Source: an optimization exercise on an open RTL-to-GDS flow (aim: small area). Production flows keep margins and buffers that such runs may drop.
Function was checked by simulation only, so behaviour that the tests miss may differ from the original.
The flow treats the clock pin as an ideal source, which a real chip does not have.
Power figures rest on the tool's default switching activity, not on a simulated workload.

<file path="design/flow/standard.sh">
#!/bin/bash
# synth_recipe.tcl (not shown) runs the flow's synth.tcl, then flattens the netlist and writes it again
# the make line also repeats each setting of config.mk as NAME=value (left out here)
make -C /OpenROAD-flow-scripts/flow DESIGN_CONFIG=/design/flow/config.mk WORK_HOME=/design/flow/orfs CLKGATE_MAP_FILE= SYNTH_SCRIPT=/design/flow/synth_recipe.tcl "${@:-finish}"
</file>
<file path="design/flow/flow/clock_downsize.tcl">
set limit 0.110
set sizes {sky130_fd_sc_hd__clkbuf_1 sky130_fd_sc_hd__clkbuf_2 sky130_fd_sc_hd__clkbuf_4 sky130_fd_sc_hd__clkbuf_8 sky130_fd_sc_hd__clkbuf_16}

proc clk_worst_slew {} {
  set mx 0
  foreach p [get_pins -of_objects [all_registers] -filter "name==CLK"] {
    set s [get_property $p slew_max]
    if { $s > $mx } { set mx $s }
  }
  return $mx
}

estimate_parasitics -placement
puts "clock_downsize: worst clock slew before [clk_worst_slew]"
foreach c [get_cells clkbuf_*] {
  set name [get_full_name $c]
  set orig [get_property $c ref_name]
  set oi [lsearch $sizes $orig]
  if { $oi < 0 } { continue }
  for { set i 0 } { $i < $oi } { incr i } {
    replace_cell $c [lindex $sizes $i]
    estimate_parasitics -placement
    if { [clk_worst_slew] <= $limit } { break }
    replace_cell $c $orig
    estimate_parasitics -placement
  }
  puts "clock_downsize: $name $orig -> [get_property $c ref_name]"
}
puts "clock_downsize: worst clock slew after [clk_worst_slew]"
</file>
<file path="design/flow/config.mk">
export PLATFORM = sky130hd
export DESIGN_NAME = Ahbmli
export DESIGN_NICKNAME = Ahbmli
export VERILOG_FILES = /design/flow/design.v
export SDC_FILE = /design/flow/constraint.sdc
export NUM_CORES = 4
export LEC_CHECK = 0
export CAP_MARGIN = 0
export CORE_AREA = 2 2 158 158
export DIE_AREA = 0 0 160 160
export PLACE_DENSITY = 0.6
export SLEW_MARGIN = 0
</file>
<file path="design/flow/design.v">
module Ahbmli(input clk, input reset,
    input [31:0] io_jtag_haddr,
    input  io_jtag_hwrite,
    input [2:0] io_jtag_hsize,
    input [2:0] io_jtag_hburst,
    input [3:0] io_jtag_hprot,
    input [1:0] io_jtag_htrans,
    input  io_jtag_hmastlock,
    input [31:0] io_jtag_hwdata,
    output[31:0] io_jtag_hrdata,
    output io_jtag_hready,
    output io_jtag_hresp,
    input [31:0] io_dmem_haddr,
    input  io_dmem_hwrite,
    input [2:0] io_dmem_hsize,
    input [2:0] io_dmem_hburst,
    input [3:0] io_dmem_hprot,
    input [1:0] io_dmem_htrans,
    input  io_dmem_hmastlock,
    input [31:0] io_dmem_hwdata,
    output[31:0] io_dmem_hrdata,
    output io_dmem_hready,
    output io_dmem_hresp,
    input [31:0] io_imem_haddr,
    input  io_imem_hwrite,
    input [2:0] io_imem_hsize,
    input [2:0] io_imem_hburst,
    input [3:0] io_imem_hprot,
    input [1:0] io_imem_htrans,
    input  io_imem_hmastlock,
    input [31:0] io_imem_hwdata,
    output[31:0] io_imem_hrdata,
    output io_imem_hready,
    output io_imem_hresp,
    output[31:0] io_datamem_haddr,
    output io_datamem_hwrite,
    output[2:0] io_datamem_hsize,
    output[2:0] io_datamem_hburst,
    output[3:0] io_datamem_hprot,
    output[1:0] io_datamem_htrans,
    output io_datamem_hmastlock,
    output[31:0] io_datamem_hwdata,
    input [31:0] io_datamem_hrdata,
    output io_datamem_hsel,
    output io_datamem_hreadyin,
    input  io_datamem_hreadyout,
    input  io_datamem_hresp,
    output[31:0] io_codemem_haddr,
    output io_codemem_hwrite,
    output[2:0] io_codemem_hsize,
    output[2:0] io_codemem_hburst,
    output[3:0] io_codemem_hprot,
    output[1:0] io_codemem_htrans,
    output io_codemem_hmastlock,
    output[31:0] io_codemem_hwdata,
    input [31:0] io_codemem_hrdata,
    output io_codemem_hsel,
    output io_codemem_hreadyin,
    input  io_codemem_hreadyout,
    input  io_codemem_hresp
);
  wire [42:0] in0 = {io_jtag_hmastlock, io_jtag_hprot, io_jtag_hburst, io_jtag_hsize,
                     io_jtag_hwrite, io_jtag_htrans, io_jtag_haddr[29], io_jtag_haddr[27:0]};
  wire [42:0] in1 = {io_dmem_hmastlock, io_dmem_hprot, io_dmem_hburst, io_dmem_hsize,
                     io_dmem_hwrite, io_dmem_htrans, io_dmem_haddr[29], io_dmem_haddr[27:0]};
  wire [42:0] in2 = {io_imem_hmastlock, io_imem_hprot, io_imem_hburst, io_imem_hsize,
                     io_imem_hwrite, io_imem_htrans, io_imem_haddr[29], io_imem_haddr[27:0]};
  wire in0_act = io_jtag_htrans != 2'h0;
  wire in1_act = io_dmem_htrans != 2'h0;
  wire in2_act = io_imem_htrans != 2'h0;
  wire in0_t0 = in0_act & (io_jtag_haddr[31:28] == 4'h2);
  wire in0_t1 = in0_act & (io_jtag_haddr[31:28] == 4'h0);
  wire in1_t0 = in1_act & (io_dmem_haddr[31:28] == 4'h2);
  wire in1_t1 = in1_act & (io_dmem_haddr[31:28] == 4'h0);
  wire in2_t0 = in2_act & (io_imem_haddr[31:28] == 4'h2);
  wire in2_t1 = in2_act & (io_imem_haddr[31:28] == 4'h0);
  reg skb0, skb1, skb2;           
  reg dp00, dp01, dp02;           
  reg dp10, dp11, dp12;           
  reg [42:0] S0, S1, S2;          
  reg h01, h02, h11, h12;         
  reg o00, o01, o02, o10, o11, o12;  
  wire t00 = skb0 ? dp00 : in0_t0;    
  wire t01 = skb1 ? dp01 : in1_t0;
  wire t02 = skb2 ? dp02 : in2_t0;
  wire t10 = skb0 ? dp10 : in0_t1;    
  wire t11 = skb1 ? dp11 : in1_t1;
  wire t12 = skb2 ? dp12 : in2_t1;
  wire r00 = io_datamem_hreadyout;
  wire r01 = io_datamem_hreadyout & ~h01;
  wire r02 = io_datamem_hreadyout & ~h02;
  wire r10 = io_codemem_hreadyout;
  wire r11 = io_codemem_hreadyout & ~h11;
  wire r12 = io_codemem_hreadyout & ~h12;
  wire mh0 = ~(dp00 | dp10) | (dp00 & r00) | (dp10 & r10);
  wire mh1 = ~(dp01 | dp11) | (dp01 & r01) | (dp11 & r11);
  wire mh2 = ~(dp02 | dp12) | (dp02 & r02) | (dp12 & r12);
  wire full0 = ~skb0 & (dp00 | dp10) & ((in0_t0 & ~r00) | (in0_t1 & ~r10));
  wire full1 = ~skb1 & (dp01 | dp11) & ((in1_t0 & ~r01) | (in1_t1 & ~r11));
  wire full2 = ~skb2 & (dp02 | dp12) & ((in2_t0 & ~r02) | (in2_t1 & ~r12));
  wire ld0 = mh0 & full0;    
  wire ld1 = mh1 & full1;
  wire ld2 = mh2 & full2;
  wire hri0 = skb0 | mh0;    
  wire hri1 = skb1 | mh1;
  wire hri2 = skb2 | mh2;
  assign io_jtag_hready = ~skb0 & mh0;
  assign io_dmem_hready = ~skb1 & mh1;
  assign io_imem_hready = ~skb2 & mh2;
  assign io_jtag_hresp = (dp00 & o00 & io_datamem_hresp) | (dp10 & o10 & io_codemem_hresp);
  assign io_dmem_hresp = (dp01 & o01 & io_datamem_hresp) | (dp11 & o11 & io_codemem_hresp);
  assign io_imem_hresp = (dp02 & o02 & io_datamem_hresp) | (dp12 & o12 & io_codemem_hresp);
  assign io_jtag_hrdata = ({32{dp00 & o00}} & io_datamem_hrdata) | ({32{dp10 & o10}} & io_codemem_hrdata);
  assign io_dmem_hrdata = ({32{dp01 & o01}} & io_datamem_hrdata) | ({32{dp11 & o11}} & io_codemem_hrdata);
  assign io_imem_hrdata = ({32{dp02 & o02}} & io_datamem_hrdata) | ({32{dp12 & o12}} & io_codemem_hrdata);
  wire q00 = t00 & hri0;     
  wire q01 = t01 & hri1;
  wire q02 = t02 & hri2;
  wire q10 = t10 & hri0;
  wire q11 = t11 & hri1;
  wire q12 = t12 & hri2;
  wire g00 = q00;                           
  wire g01 = ~q00 & (q01 | h01);
  wire g02 = ~q00 & ~(q01 | h01) & (q02 | h02);
  wire g10 = q10;
  wire g11 = ~q10 & (q11 | h11);
  wire g12 = ~q10 & ~(q11 | h11) & (q12 | h12);
  wire k01 = io_datamem_hreadyout & ~g01 & ~h01 & q01;
  wire k02 = io_datamem_hreadyout & ~g02 & ~h02 & q02;
  wire k11 = io_codemem_hreadyout & ~g11 & ~h11 & q11;
  wire k12 = io_codemem_hreadyout & ~g12 & ~h12 & q12;
  assign io_datamem_hsel = q00 | q01 | h01 | q02 | h02;
  assign io_codemem_hsel = q10 | q11 | h11 | q12 | h12;
  assign io_datamem_hreadyin = io_datamem_hreadyout;
  assign io_codemem_hreadyin = io_codemem_hreadyout;
  wire [42:0] e0 = skb0 ? S0 : in0;
  wire [42:0] e1 = (skb1 | h01 | h11) ? S1 : in1;
  wire [42:0] e2 = (skb2 | h02 | h12) ? S2 : in2;
  wire [42:0] w0 = g00 ? e0 : (g01 ? e1 : e2);
  wire [42:0] w1 = g10 ? e0 : (g11 ? e1 : e2);
  assign io_datamem_haddr = {4'h2, w0[27:0]};
  assign io_datamem_htrans = w0[30:29];
  assign io_datamem_hwrite = w0[31];
  assign io_datamem_hsize = w0[34:32];
  assign io_datamem_hburst = w0[37:35];
  assign io_datamem_hprot = w0[41:38];
  assign io_datamem_hmastlock = w0[42];
  assign io_codemem_haddr = {4'h0, w1[27:0]};
  assign io_codemem_htrans = w1[30:29];
  assign io_codemem_hwrite = w1[31];
  assign io_codemem_hsize = w1[34:32];
  assign io_codemem_hburst = w1[37:35];
  assign io_codemem_hprot = w1[41:38];
  assign io_codemem_hmastlock = w1[42];
  assign io_datamem_hwdata = ({32{o00}} & io_jtag_hwdata) | ({32{o01}} & io_dmem_hwdata) | ({32{o02}} & io_imem_hwdata);
  assign io_codemem_hwdata = ({32{o10}} & io_jtag_hwdata) | ({32{o11}} & io_dmem_hwdata) | ({32{o12}} & io_imem_hwdata);
  always @(posedge clk) begin
    if (reset) begin
      skb0 <= 1'b0; dp00 <= 1'b0; dp10 <= 1'b0;
    end else if (mh0) begin
      skb0 <= full0; dp00 <= t00; dp10 <= t10;
    end
    if (reset) begin
      skb1 <= 1'b0; dp01 <= 1'b0; dp11 <= 1'b0;
    end else if (mh1) begin
      skb1 <= full1; dp01 <= t01; dp11 <= t11;
    end
    if (reset) begin
      skb2 <= 1'b0; dp02 <= 1'b0; dp12 <= 1'b0;
    end else if (mh2) begin
      skb2 <= full2; dp02 <= t02; dp12 <= t12;
    end
    if (reset) begin
      h01 <= 1'b0; h02 <= 1'b0;
      o00 <= 1'b1; o01 <= 1'b1; o02 <= 1'b1;
    end else if (io_datamem_hreadyout) begin
      h01 <= k01 | (h01 & ~g01);
      h02 <= k02 | (h02 & ~g02);
      o00 <= g00; o01 <= g01; o02 <= g02;
    end
    if (reset) begin
      h11 <= 1'b0; h12 <= 1'b0;
      o10 <= 1'b1; o11 <= 1'b1; o12 <= 1'b1;
    end else if (io_codemem_hreadyout) begin
      h11 <= k11 | (h11 & ~g11);
      h12 <= k12 | (h12 & ~g12);
      o10 <= g10; o11 <= g11; o12 <= g12;
    end
    S0 <= e0;
    S1 <= e1;
    S2 <= e2;
  end
endmodule
</file>
<file path="design/flow/flow/area.abc">
strash; dch -f; amap -F 5; stime -p
</file>
<file path="design/flow/constraint.sdc">
create_clock -name core_clock -period 8.0 [get_ports {clk}]
set_input_delay 1.6000 -clock core_clock [delete_from_list [all_inputs] [get_ports {clk}]]
set_output_delay 1.6000 -clock core_clock [all_outputs]
set_load 0.01 [all_outputs]
</file>
<file path="design/flow/flow/run.sh">
#!/bin/bash
# Layout flow: the standard synthesis, its combinational logic mapped again
# for area (flip-flops untouched), then the standard ORFS layout with
#  - the smallest buffer cell (buf_1) on the ports, pins one track apart,
#  - the constant outputs sharing one tie cell per value,
#  - a clock tree of clkbuf_8 without dummy loads, each clock buffer then
#    sized down as far as the flip-flop clock-pin slew allows.
set -euo pipefail
HERE=$(pwd)
RES=$HERE/orfs/results/$FLOW_PLATFORM/Ahbmli/base
export BUFFER_PORTS_ARGS="-buffer_cell sky130_fd_sc_hd__buf_1"
export SKIP_REPAIR_TIE_FANOUT=1
export PLACE_PINS_ARGS="-min_distance 1 -min_distance_in_tracks"
export CTS_ARGS="-sink_clustering_enable -repair_clock_nets -root_buf sky130_fd_sc_hd__clkbuf_8 -buf_list sky130_fd_sc_hd__clkbuf_8 -dont_use_dummy_load -sink_clustering_size 40 -sink_clustering_max_diameter 120"
export POST_CTS_TCL=$HERE/flow/clock_downsize.tcl

bash standard.sh synth > make_synth.log 2>&1

cp $RES/1_2_yosys.v $HERE/1_2_yosys.std.v
export RS_LIB=$FLOW_HOME/platforms/$FLOW_PLATFORM/lib/sky130_fd_sc_hd__tt_025C_1v80.lib
export RS_IN=$HERE/1_2_yosys.std.v RS_OUT=$HERE/1_2_yosys.rs.v RS_TOP=$FLOW_TOP
export RS_SCRIPT=$HERE/flow/area.abc
yosys -c $HERE/flow/resynth.tcl > resynth.log 2>&1
cp $RS_OUT $RES/1_2_yosys.v
rm -f $RES/1_synth.odb $RES/1_synth.sdc

bash standard.sh > make.log 2>&1
</file>
<file path="design/flow/flow/resynth.tcl">
# Re-map the combinational logic of the standard synthesis netlist for area.
# The flip-flops are kept as they are (same instances, names and cells); only
# the gates between them are mapped again with an area-oriented ABC script.
set lib $::env(RS_LIB)
yosys read_liberty -ignore_miss_func $lib
yosys blackbox sky130_fd_sc_hd__dfxtp_1 sky130_fd_sc_hd__conb_1
yosys read_verilog $::env(RS_IN)
yosys hierarchy -top $::env(RS_TOP)
yosys flatten
yosys opt -purge
# drop the cell models; the cells ABC maps to are then library blackboxes
yosys hierarchy -top $::env(RS_TOP)
yosys delete sky130_fd_sc_hd__dfxtp_1 sky130_fd_sc_hd__conb_1
yosys read_liberty -lib $lib
set dont {}
foreach c {*probe* *lpflow* *clkbuf* *clkinv* *dlygate* *dlymetal* *clkdlybuf* *bleeder* *dfxbp* *sdf* *edf*} {
  lappend dont -dont_use $c
}
yosys abc -liberty $lib {*}$dont -script $::env(RS_SCRIPT)
yosys opt_clean -purge
yosys hilomap -singleton -hicell sky130_fd_sc_hd__conb_1 HI -locell sky130_fd_sc_hd__conb_1 LO
yosys splitnets
yosys opt_clean -purge
yosys check -assert -mapped
yosys tee -o $::env(RS_OUT).stat stat -liberty $lib
# left out here: hide names made inside functions
yosys write_verilog -noattr -nohex -nodec $::env(RS_OUT)
</file>
==> results of run 1 <==
[per-layer routing]
metal  GRT usage, %  wire, µm  vias up
met5         0.7576        11        -
met4          10.57      1170        2
li1               -         -     4933
met3          10.10      4550       99
met1          32.45     14470     4819
met2          40.06     15440      785
[worst max-delay path, cell delays in order]
cell and delay (ns):
buf_1 0.13, inv_1 0.33, o22ai_1 0.15, nor2_1 0.11, nor2_1 0.06, o211ai_1 0.14
nor2b_1 0.10, inv_1 0.07, o21ai_0 0.12, inv_2 0.68, buf_4 0.46, nor2_1 0.08
a21oi_1 0.17, buf_1 0.18
[worst paths after layout]
kind | end | cells past startpoint
max | io_datamem_hburst[2] | 14
min | S2[34] | 1
max reg2reg | o02 | 8
min reg2reg | S2[34] | 1
[power groups by stage]
stage	clock network, mW	logic (mW)	registers, mW
final	0.379	0.434	0.777
after global routing	0.420	0.473	0.781
after detailed placement	0	0.426	0.792
after global placement	0	0.424	0.792
after floorplan	0	0.225	0.806
[cell usage in the layout (no fill, tap or decap), types with 2 or more instances in the layout]
cell,count
a21oi_1,92
nor2_1,107
dfxtp_1,144
nand2_1,11
inv_2,4
a221oi_1,2
nor3_1,6
or2_0,2
clkbuf_8,8
o32ai_1,4
buf_1,557
nor3_2,2
o22ai_1,187
o21ai_0,7
conb_1,2
nand3_1,4
a22o_1,124
o211ai_1,4
clkbuf_4,9
inv_1,150
a222oi_1,65
buf_4,21
[cell type report]
type                    count  area, µm²
diodes                      1      2.502
flip-flops and latches    145       2904
repair buffers            578       2248
fillers                  2535      13660
multi-input cells         632       4130
clock buffers              17      177.7
inverters                 155      581.8
well taps                 324      405.4
==> results.txt, run 1 <==
drt drc 0; WS Path Type input port to output port; DIE AREA 25600 µm²; GPL Wtd Cong 0.9393; drt first pass iters 14; Worst Hold Launch S2[34]; max_cap viols 0; Fin Hold WS 0.5037 ns; Arrival @ worst endpoint 4.44 ns; Post-Route Utilization 43.35%; Worst R2R Start skb0; Design Power 1.590 mW; clk slew on worst S/H paths 0.07 ns; CTS tree done; Synth warnings 1; post-route cell area 10450 µm²; I/O pin count 566; CP Capture Type output port; worst-path maximum fanout 51; fin cells 1852; P_int 1.068 mW; sw frac 32.84%; Place WS 1.978 ns; largest net degree at the start of global routing 52; WP data required 6.40 ns; Synthesized Nets 1236; vias in the first global route 9811; Die Y-Extent 160 µm; GRT Resource Usage Total 25.97%; Routed WL per cell 19.25 µm; Max VDD drop 0.00006638 V; number of DRC markers in iteration 0 1423; RSZ-0062 raised after global routing no; hpwl dp 24850 µm; status timing/DRC/antenna clean; clock power share 23.8%; Die Wd 160 µm; Setup Viol. Count Final 0; power per cell area 152.1 nW/µm²; Critical Path Source Type input port; Slew Limit Fails 0; std cell rows 57; Min-Delay Path Class flop to flop; post-placement cell count 1834; Slew headroom 14.47%; Worst Tran Pin Value 1.280 ns; Placeable Area 24110 µm²; Final ANT Viol Nets 0; PnR worst setup slack 1.958 ns; initial antenna violation count 2; Post-Synthesis Cell Area 7590 µm²; synthesis-to-finish area growth 37.69%; Gate power share 27.3%; first-pass GRT wire length 53790 µm; highest clock rate 165.5 MHz; Final TNS setup 0 ns; Avg Cell Area, Syn 8.144 µm²; Final nets 1833; Vias 10640; CTS sink cnt 145; Flop pwr share 48.9%; biggest regs S0 (42), S1 (42), S2 (42); placed cell area 10270 µm²; latest clock arrival within the worst-skew pair 0.55 ns; WL final 35640 µm; period utilization 75.53%; PortBufs 557; vias per std cell 5.744; Initial Util 31.49%; Switch Pwr 0.5220 mW; Mapped Cells 932; Crit. Startpoint io_codemem_hreadyout; total grt overflow 0; Pleak 4.050 nW; worst-case clock skew 0.03388 ns; share of post-route cells with drive strength above 1 3.078%; Final Hold Fails 0; Reg2Reg Setup Slack 5.08 ns; Min Clock Period, post-route 6.042 ns
==> run 2: changes to the inputs <==
--- a/design/flow/design.v
+++ b/design/flow/design.v
@@ -136,8 +136,8 @@
   wire [42:0] e0 = skb0 ? S0 : in0;
   wire [42:0] e1 = (skb1 | h01 | h11) ? S1 : in1;
   wire [42:0] e2 = (skb2 | h02 | h12) ? S2 : in2;
-  wire [42:0] w0 = g00 ? e0 : (g01 ? e1 : e2);
-  wire [42:0] w1 = g10 ? e0 : (g11 ? e1 : e2);
+  wire [42:0] w0 = ({43{g00}} & e0) | ({43{g01}} & e1) | ({43{g02}} & e2);
+  wire [42:0] w1 = ({43{g10}} & e0) | ({43{g11}} & e1) | ({43{g12}} & e2);
   assign io_datamem_haddr = {4'h2, w0[27:0]};
   assign io_datamem_htrans = w0[30:29];
   assign io_datamem_hwrite = w0[31];
==> run 2 against run 1 <==
Against the previous run:
- critical endpoint is now io_datamem_haddr[21]
- register-to-register slack lost 0.48 ns
- non-clock buffer count is 2 lower
- count of clock-buffer cells in the layout unchanged
- synthesized area shrank 1.5%
- combinational power increased by 9.0%
- critical path depth shrank 2
- first-iteration DRC count increased by 35%
- sequential power barely moved
- clock skew down 0.010 ns
- setup slack worse by 0.29 ns
- largest cell class unchanged
==> results.txt, run 2 <==
status timing/DRC/antenna clean; Crit path depth 12 (-2); CTS sink cnt 145 (unchanged); Max VDD drop 0.00008381 V (+26%); RSZ-0062 raised after global routing no; worst path cell trace buf_1, inv_1, a2111oi_0, buf_4, nand3_1, o21ai_4, buf_4, nor3_2, buf_4, a222oi_1, inv_1, buf_1; Worst Path Buf+Inv 7 (+1); Avg Cell Area, Syn 8.873 µm² (+9.0%); GPL Wtd Cong 0.9534 (+1.5%); Slew Limit Fails 0 (unchanged); Top cell by count, worst path buf_4; WP data required 6.40 ns (about the same); Synth warnings 1 (unchanged); commonest non-fill, non-tap cells in the layout 557 x buf_1, 237 x inv_1, 149 x a222oi_1; Final TNS setup 0 ns (unchanged); Arrival @ worst endpoint 4.73 ns (+0.29 ns); Final Hold Fails 0 (unchanged); cell family with most CP delay compound AO/OA/AOI/OAI gates; Min Clock Period, post-route 6.330 ns (+0.2874 ns); max_cap viols 0 (unchanged); I/O pin count 566 (unchanged); clk slew on worst S/H paths 0.08 ns (about the same); drt drc 0 (unchanged); Critical Path Source Type input port; period utilization 79.12% (+3.6 points); CP Capture Type output port; Worst Hold Launch S2[36]; DIE AREA 25600 µm² (unchanged); hold path cells 1 (unchanged); power per cell area 155.3 nW/µm² (+2.1%); WS Path Type input port to output port; Placeable Area 24110 µm² (unchanged); hpwl dp 24330 µm (-2.1%); worst-case clock skew 0.02373 ns (-0.01015 ns); Mapped Cells 843 (-9.5%); std cell rows 57 (unchanged); Pleak 4.558 nW (+13%); Final nets 1742 (-5.0%); WL final 35230 µm (-1.2%); GRT Resource Usage Total 25.38% (-0.59 points); Setup Viol. Count Final 0 (unchanged); vias per std cell 5.847 (+1.8%); Fillers 2557 (+0.87%); total grt overflow 0 (unchanged); share of post-route cells with drive strength above 1 3.203% (+0.13 points); biggest regs S0 (42), S1 (42), S2 (42); Multi-input gate area 3744 µm² (-9.4%); post-placement cell count 1743 (-5.0%); latest clock arrival within the worst-skew pair 0.51 ns (-0.04 ns); Worst R2R Start skb0; first-pass GRT wire length 52220 µm (-2.9%); Largest stage delay, worst path 0.73 ns (+0.05 ns); Die Wd 160 µm (unchanged); PortBufs 557 (unchanged); Final ANT Viol Nets 0 (unchanged); Synthesized Nets 1147 (-7.2%); Slew headroom 14.98% (+0.51 points); FF+latch area 2904 µm² (unchanged); worst-path maximum fanout 43 (-16%); largest net degree at the start of global routing 48 (-7.7%); CP max-delay cell a2111oi_0; Min-Delay Path Class flop to flop; Initial Util 31.03% (-0.46 points); Design Power 1.605 mW (+1.0%); Post-Synthesis Cell Area 7480 µm² (-1.5%); Fin Hold WS 0.5019 ns (-0.001775 ns); initial antenna violation count 3 (+1); leading cell type in the layout, fill and taps excluded buf_1; number of DRC markers in iteration 0 1927 (+35%); CTS tree done; Post-Route Utilization 42.89% (-0.46 points); highest clock rate 158.0 MHz (-4.5%); vias in the first global route 9515 (-3.0%); R2R cell count 7 (-1); Routed WL per cell 19.98 µm (+3.8%); Worst Tran Pin Value 1.272 ns (-0.007637 ns); synthesis-to-finish area growth 38.24%; Vias 10310 (-3.1%); Die Y-Extent 160 µm (unchanged); drt first pass iters 26 (+12); fin cells 1763 (-4.8%); Crit. Startpoint io_jtag_htrans[0]
[run 2: cell count changes in the layout (fill, tap and decap cells not counted), moves of 4 or more]
cell and delta:
inv_1 +87, a21oi_1 -87, clkbuf_4 +4, clkbuf_8 -4
o22ai_1 -84, a222oi_1 +84, nand2_1 +6, nor2_1 -93
o22a_1 +7
[run 2: layer usage]
metal	vias to the layer above	wire [µm]	global-route usage, %
met2	839	15800	41.64
li1	4637	-	-
met5	-	0	0
met4	0	857	8.272
met1	4753	13870	31.12
met3	79	4699	8.961
[run 2: through the flow]
stage / area (µm²) / worst slack [ns]
finish: 10340 / 1.670
floorplan: 7480 / 0.3067
detailed placement: 10180 / 1.730
global placement: 10180 / 1.846
global route: 10330 / 1.497
[run 2: worst reg2reg max path: cells and delay by family, from the launching register on]
kind,cells,cell delay [ns]
AO/OA/AOI/OAI,2,0.98
buffers and inverters,4,1.93
flip-flops,1,0.32
AND/OR/NAND/NOR,1,0.08
[run 2: final timing paths]
| check | end | slack, ns |
|---|---|---|
| worst min register to register | S2[36] | 0.50 |
| worst max register to register | o02 | 4.60 |
| worst max-delay path | io_datamem_haddr[21] | 1.67 |
| worst min-delay path | S2[36] | 0.50 |
[run 2: where the power goes]
part | total (mW) | internal, mW | leakage (nW) | switching [mW]
combinational | 0.473 | 0.173 | 3.25 | 0.300
sequential | 0.780 | 0.764 | 1.22 | 0.0164
clock | 0.353 | 0.118 | 0.0886 | 0.234
total | 1.61 | 1.05 | 4.56 | 0.551
[run 2: area by class of cell]
cell class / instances / share of cell area [%]
antenna: 3 / 0.07260
sequential: 145 / 28.09
timing repair buffer: 576 / 21.60
inverter: 238 / 8.640
tap: 324 / 3.921
multi-input combinational: 460 / 36.21
clock buffer: 17 / 1.476
==> run 3: changes to the inputs <==
--- a/design/flow/design.v
+++ b/design/flow/design.v
@@ -77,7 +77,7 @@
   reg skb0, skb1, skb2;           
   reg dp00, dp01, dp02;           
   reg dp10, dp11, dp12;           
-  reg [42:0] S0, S1, S2;          
+  reg [42:0] Sn0, Sn1, Sn2;       
   reg h01, h02, h11, h12;         
   reg o00, o01, o02, o10, o11, o12;  
   wire t00 = skb0 ? dp00 : in0_t0;    
@@ -133,11 +133,24 @@
   assign io_codemem_hsel = q10 | q11 | h11 | q12 | h12;
   assign io_datamem_hreadyin = io_datamem_hreadyout;
   assign io_codemem_hreadyin = io_codemem_hreadyout;
-  wire [42:0] e0 = skb0 ? S0 : in0;
-  wire [42:0] e1 = (skb1 | h01 | h11) ? S1 : in1;
-  wire [42:0] e2 = (skb2 | h02 | h12) ? S2 : in2;
-  wire [42:0] w0 = ({43{g00}} & e0) | ({43{g01}} & e1) | ({43{g02}} & e2);
-  wire [42:0] w1 = ({43{g10}} & e0) | ({43{g11}} & e1) | ({43{g12}} & e2);
+  wire sel0 = skb0;
+  wire sel1 = skb1 | h01 | h11;
+  wire sel2 = skb2 | h02 | h12;
+  wire [42:0] ne0, ne1, ne2, w0, w1;
+  assign ne0[28] = 1'b1; assign ne1[28] = 1'b1; assign ne2[28] = 1'b1;
+  assign w0[28] = 1'b1; assign w1[28] = 1'b1;
+  genvar i;
+  generate
+    for (i = 0; i < 43; i = i + 1) begin : bits
+      if (i != 28) begin : used
+        Ahbmli_ebit ebit_0 (.s(sel0), .a(Sn0[i]), .b(in0[i]), .y(ne0[i]));
+        Ahbmli_ebit ebit_1 (.s(sel1), .a(Sn1[i]), .b(in1[i]), .y(ne1[i]));
+        Ahbmli_ebit ebit_2 (.s(sel2), .a(Sn2[i]), .b(in2[i]), .y(ne2[i]));
+        Ahbmli_wbit wbit_0 (.g0(g00), .g1(g01), .g2(g02), .n0(ne0[i]), .n1(ne1[i]), .n2(ne2[i]), .y(w0[i]));
+        Ahbmli_wbit wbit_1 (.g0(g10), .g1(g11), .g2(g12), .n0(ne0[i]), .n1(ne1[i]), .n2(ne2[i]), .y(w1[i]));
+      end
+    end
+  endgenerate
   assign io_datamem_haddr = {4'h2, w0[27:0]};
   assign io_datamem_htrans = w0[30:29];
   assign io_datamem_hwrite = w0[31];
@@ -186,8 +199,14 @@
       h12 <= k12 | (h12 & ~g12);
       o10 <= g10; o11 <= g11; o12 <= g12;
     end
-    S0 <= e0;
-    S1 <= e1;
-    S2 <= e2;
+    Sn0 <= ne0;
+    Sn1 <= ne1;
+    Sn2 <= ne2;
   end
 endmodule
+module Ahbmli_ebit(input s, input a, input b, output y);
+  assign y = s ? a : ~b;
+endmodule
+module Ahbmli_wbit(input g0, input g1, input g2, input n0, input n1, input n2, output y);
+  assign y = ~((g0 & n0) | (g1 & n1) | (g2 & n2));
+endmodule
==> design/flow/flow/run.sh (replaced) <==
#!/bin/bash
# Layout flow:
#  1. the standard synthesis (standard.sh synth), unchanged;
#  3. the combinational logic outside the hand-mapped cells mapped again for
#     area (resynth.tcl; flip-flops untouched);
#  4. the standard ORFS layout with the smallest buffer cell (buf_1) on the
#     ports, the constant outputs sharing one tie cell
#     per value, and a clock tree of clkbuf_8 without dummy loads, each clock
#     buffer then sized down as far as the clock-pin slew allows.
set -euo pipefail
HERE=$(pwd)
RES=$HERE/orfs/results/$FLOW_PLATFORM/Ahbmli/base
export BUFFER_PORTS_ARGS="-buffer_cell sky130_fd_sc_hd__buf_1"
export SKIP_REPAIR_TIE_FANOUT=1

export CTS_ARGS="-sink_clustering_enable -repair_clock_nets -root_buf sky130_fd_sc_hd__clkbuf_8 -buf_list sky130_fd_sc_hd__clkbuf_8 -dont_use_dummy_load -sink_clustering_size 40 -sink_clustering_max_diameter 120"
export POST_CTS_TCL=$HERE/flow/clock_downsize.tcl

bash standard.sh synth > make_synth.log 2>&1
cp $RES/1_2_yosys.v $HERE/1_2_yosys.std.v

SRC=$HERE/1_2_yosys.std.v
if HANDMAP_V=$HERE/flow/handmap.v make -C $FLOW_HOME DESIGN_CONFIG=$HERE/config.mk \
     WORK_HOME=$HERE/orfs_h CLKGATE_MAP_FILE= SYNTH_SCRIPT=$HERE/flow/hier_synth.tcl \
     SYNTH_HIERARCHICAL=1 SYNTH_KEEP_MODULES="Ahbmli_ebit Ahbmli_wbit" synth \
     > make_hier_synth.log 2>&1; then
  HV=$HERE/orfs_h/results/$FLOW_PLATFORM/Ahbmli/base/1_2_yosys.v
  grep -E '^ *sky130_fd_sc_hd__d' $SRC | awk '{print $1, $2}' | sort > flops.std.txt
  grep -E '^ *sky130_fd_sc_hd__d' $HV | awk '{print $1, $2}' | sort > flops.hier.txt
  if cmp -s flops.std.txt flops.hier.txt; then
    cp $HV $HERE/1_2_yosys.hier.v
    SRC=$HERE/1_2_yosys.hier.v
  fi
fi
echo "resynth input: $SRC" > resynth_input.txt

export RS_LIB=$FLOW_HOME/platforms/$FLOW_PLATFORM/lib/sky130_fd_sc_hd__tt_025C_1v80.lib
export RS_IN=$SRC RS_OUT=$HERE/1_2_yosys.rs.v RS_TOP=$FLOW_TOP
export RS_SCRIPT=$HERE/flow/area.abc
yosys -c $HERE/flow/resynth.tcl > resynth.log 2>&1
cp $RS_OUT $RES/1_2_yosys.v
rm -f $RES/1_synth.odb $RES/1_synth.sdc

bash standard.sh > make.log 2>&1
==> design/flow/flow/handmap.v (new file) <==
// Hand-mapped cells for the two per-bit modules of the design.
// ebit: y = s ? a : ~b, as o2bb2ai (Y = (!B1 & !B2) | (A1_N & A2_N)).
module Ahbmli_ebit(input s, input a, input b, output y);
  sky130_fd_sc_hd__o2bb2ai_1 hm_ebit (.A1_N(s), .A2_N(a), .B1(s), .B2(b), .Y(y));
endmodule
// wbit: y = ~((g0 & n0) | (g1 & n1) | (g2 & n2)), as a222oi.
module Ahbmli_wbit(input g0, input g1, input g2, input n0, input n1, input n2, output y);
  sky130_fd_sc_hd__a222oi_1 hm_wbit (.A1(g0), .A2(n0), .B1(g1), .B2(n1), .C1(g2), .C2(n2), .Y(y));
endmodule
==> design/flow/flow/hier_synth.tcl (new file) <==
# The standard synthesis (synth_recipe.tcl) with the per-bit modules kept as
# hierarchy and replaced by hand-mapped cells before flattening.
proc synth {args} { yosys synth -nofsm -noshare {*}$args }
source $::env(SCRIPTS_DIR)/synth.tcl
delete Ahbmli_ebit Ahbmli_wbit
read_verilog $::env(HANDMAP_V)
hierarchy -top $::env(DESIGN_NAME)
# left out here: clear keep_hierarchy, flatten, clean up, hide names made inside functions, write 1_2_yosys.v
--- a/design/flow/flow/resynth.tcl
+++ b/design/flow/flow/resynth.tcl
@@ -6,11 +6,13 @@
 yosys blackbox sky130_fd_sc_hd__dfxtp_1 sky130_fd_sc_hd__conb_1
 yosys read_verilog $::env(RS_IN)
 yosys hierarchy -top $::env(RS_TOP)
+# hand-mapped cells (named hm_*) are kept as they are
+yosys setattr -set keep_hierarchy 1 c:*hm_*
 yosys flatten
 yosys opt -purge
 # drop the cell models; the cells ABC maps to are then library blackboxes
 yosys hierarchy -top $::env(RS_TOP)
-yosys delete sky130_fd_sc_hd__dfxtp_1 sky130_fd_sc_hd__conb_1
+yosys delete sky130_fd_sc_hd__*
 yosys read_liberty -lib $lib
 set dont {}
 foreach c {*probe* *lpflow* *clkbuf* *clkinv* *dlygate* *dlymetal* *clkdlybuf* *bleeder* *dfxbp* *sdf* *edf*} {
--- a/design/flow/config.mk
+++ b/design/flow/config.mk
@@ -6,7 +6,7 @@
 export NUM_CORES = 4
 export LEC_CHECK = 0
 export CAP_MARGIN = 0
-export CORE_AREA = 2 2 158 158
-export DIE_AREA = 0 0 160 160
+export CORE_AREA = 2 2 278 108
+export DIE_AREA = 0 0 280 110
 export PLACE_DENSITY = 0.6
 export SLEW_MARGIN = 0
==> run 3 against run 2 <==
Against the previous run:
- critical path depth unchanged
- cell count decreased by 1.5%
- fmax fell by 3.2%
- critical endpoint is now io_codemem_haddr[25]
- combinational power down 23%
==> results.txt, run 3 <==
power per cell area 149.1 nW/µm² (-4.0%); drt drc 0 (unchanged); status timing/DRC/antenna clean; Reg2Reg Setup Slack 4.79 ns (+0.19 ns); biggest regs Sn0 (42), Sn1 (42), Sn2 (42); R2R cell count 9 (+2); Final nets 1654 (-5.1%); Mapped Cells 755 (-10%); Final Hold Fails 0 (unchanged); Worst R2R Start dp00; GPL Wtd Cong 1.005 (+5.4%); synthesis-to-finish area growth 41.64%; GRT Resource Usage Total 21.86% (-3.5 points); Die Y-Extent 110 µm (-31%); Fin Hold WS 0.4883 ns (-0.01362 ns); WP data required 6.40 ns (about the same); Pleak 3.370 nW (-26%); Max VDD drop 0.00007727 V (-7.8%); Die Wd 280 µm (+75%); Avg Cell Area, Syn 9.481 µm² (+6.9%); period utilization 81.70% (+2.6 points); Worst Tran Pin Value 1.192 ns (-0.08025 ns); WL final 37620 µm (+6.8%); Multi-input gate area 3757 µm² (+0.37%); r2r endpoint o11; Worst Hold Launch o10; Vias 9808 (-4.9%); Post-Synthesis Cell Area 7158 µm² (-4.3%); Final ANT Viol Nets 0 (unchanged); drt first pass iters 16 (-38%); Synth warnings 1 (unchanged); worst-case clock skew 0.03961 ns (+0.01588 ns); CTS sink cnt 145 (unchanged); I/O pin count 566 (unchanged); CTS tree done; Setup Viol. Count Final 0 (unchanged); CP endpoint io_codemem_haddr[25]; max_cap viols 0 (unchanged); Crit. Startpoint io_datamem_hreadyout; highest clock rate 153.0 MHz (-3.2%); std cell rows 38 (-33%); latest clock arrival within the worst-skew pair 0.72 ns (+0.21 ns); Design Power 1.512 mW (-5.8%); Slew headroom 20.34% (+5.4 points); number of DRC markers in iteration 0 2231 (+16%); Met3 Wirelength 4405 µm (-6.3%); vias in the first global route 8008 (-16%); largest net degree at the start of global routing 85 (+77%); Min Clock Period, post-route 6.536 ns (+0.2063 ns); worst-path maximum fanout 46 (+7.0%); total grt overflow 0 (unchanged); CP Capture Type output port; WS Path Type input port to output port; met1 wire length 15230 µm (+9.7%); Final TNS setup 0 ns (unchanged); Synthesized Nets 1059 (-7.7%); first-pass GRT wire length 51220 µm (-1.9%); Fillers 3084 (+21%); Slew Limit Fails 0 (unchanged); Arrival @ worst endpoint 4.94 ns (+0.21 ns); initial antenna violation count 10 (+7); RSZ-0062 raised after global routing no; Placeable Area 28480 µm² (+18%); Critical Path Source Type input port; FF+latch area 2904 µm² (unchanged); Min-Delay Path Class flop to flop; uppermost layer routed met5; Routed WL per cell 21.67 µm (+8.4%); PortBufs 557 (unchanged); hpwl dp 28160 µm (+16%); DR WL met2 16990 µm (+7.5%); vias per std cell 5.650 (-3.4%); commonest non-fill, non-tap cells in the layout 557 x buf_1, 151 x inv_1, 148 x a222oi_1; DIE AREA 30800 µm² (+20%); leading cell type in the layout, fill and taps excluded buf_1; Initial Util 25.13% (-5.9 points); clk slew on worst S/H paths 0.08 ns (about the same); Post-Route Utilization 35.60% (-7.3 points); share of post-route cells with drive strength above 1 3.264% (+0.061 points)
run 3: routing by layer:
layer / global-route usage, % / vias up
li1: - / 4470
met1: 28.91 / 4577
met2: 32.21 / 666
met3: 7.882 / 91
met4: 8.021 / 4
met5: 4.487 / -
run 3: worst max-delay path: stages:
cell	delay [ns]
buf_1	0.11
inv_1	0.17
o21ai_0	0.17
o21ai_0	0.51
inv_1	0.16
a22oi_1	0.26
inv_1	0.06
buf_4	0.31
nor3_2	0.67
buf_4	0.52
a222oi_1	0.16
buf_1	0.20
run 3: power breakdown:
group	internal [mW]	switching, mW
Combinational	0.123	0.241
Clock	0.142	0.233
Sequential	0.761	0.0114
run 3: layout make-up:
cell class | instances | share of cell area (%)
Inverter | 151 | 5.591
Timing Repair Buffer | 576 | 22.03
Tap cell | 380 | 4.690
Multi-Input combinational cell | 459 | 37.06
Clock buffer | 17 | 1.789
Sequential cell | 145 | 28.64
Antenna cell | 8 | 0.1975
run 3: how the worst min path moves through the flow:
stage,endpoint,slack [ns],cells past startpoint
6_report,o10,0.49,1
5_1_grt,o10,0.51,1
3_5_place_dp,o10,0.47,1
3_3_place_gp,o10,0.46,1
2_1_floorplan,Sn0[0],0.46,1
run 3: per-stage QoR:
stage               instance area (µm²)  setup WS, ns  std cells
floorplan                          7166        0.6585        755
global placement                   9937         1.674       1711
detailed placement                 9937         1.558       1711
global route                      10130         1.195       1733
finish                            10140         1.464       1736

## re-timing with driven ports
No port has a modelled driver above. Below, the same layouts with a new extraction and two added sets of constraints.
Step 1 sets driving cells, clkbuf_16 on the clock port and buf_2 on the other inputs (assumed; they add their load-dependent delay and slew).
Step 2 moves the port delays by t, midway between the first and last clock arrival at a register: inputs arrive t later, outputs are due t later. That takes back most of the time a late clock gives input paths.
a / b / c = no drivers / after step 1 / after step 2; a / b = the first two.
run	t (ns)	setup slack, ns	worst hold slack (ns)	clock arrival spread, ns	slew at the worst register clock pin (ns)
run 1	0.569	1.958 / 1.934 / 1.934	0.504 / 0.504 / 0.504	0.037 / 0.037	0.11 / 0.11
run 2	0.542	1.670 / 1.643 / 1.643	0.502 / 0.502 / 0.502	0.035 / 0.035	0.11 / 0.11
run 3	0.734	1.464 / 1.442 / 1.442	0.488 / 0.488 / 0.488	0.041 / 0.041	0.11 / 0.11
After both steps every run listed still meets setup and hold. For run 2, which loses most, drivers alone change the setup slack by -0.027 ns; drivers and shift together by -0.027 ns.
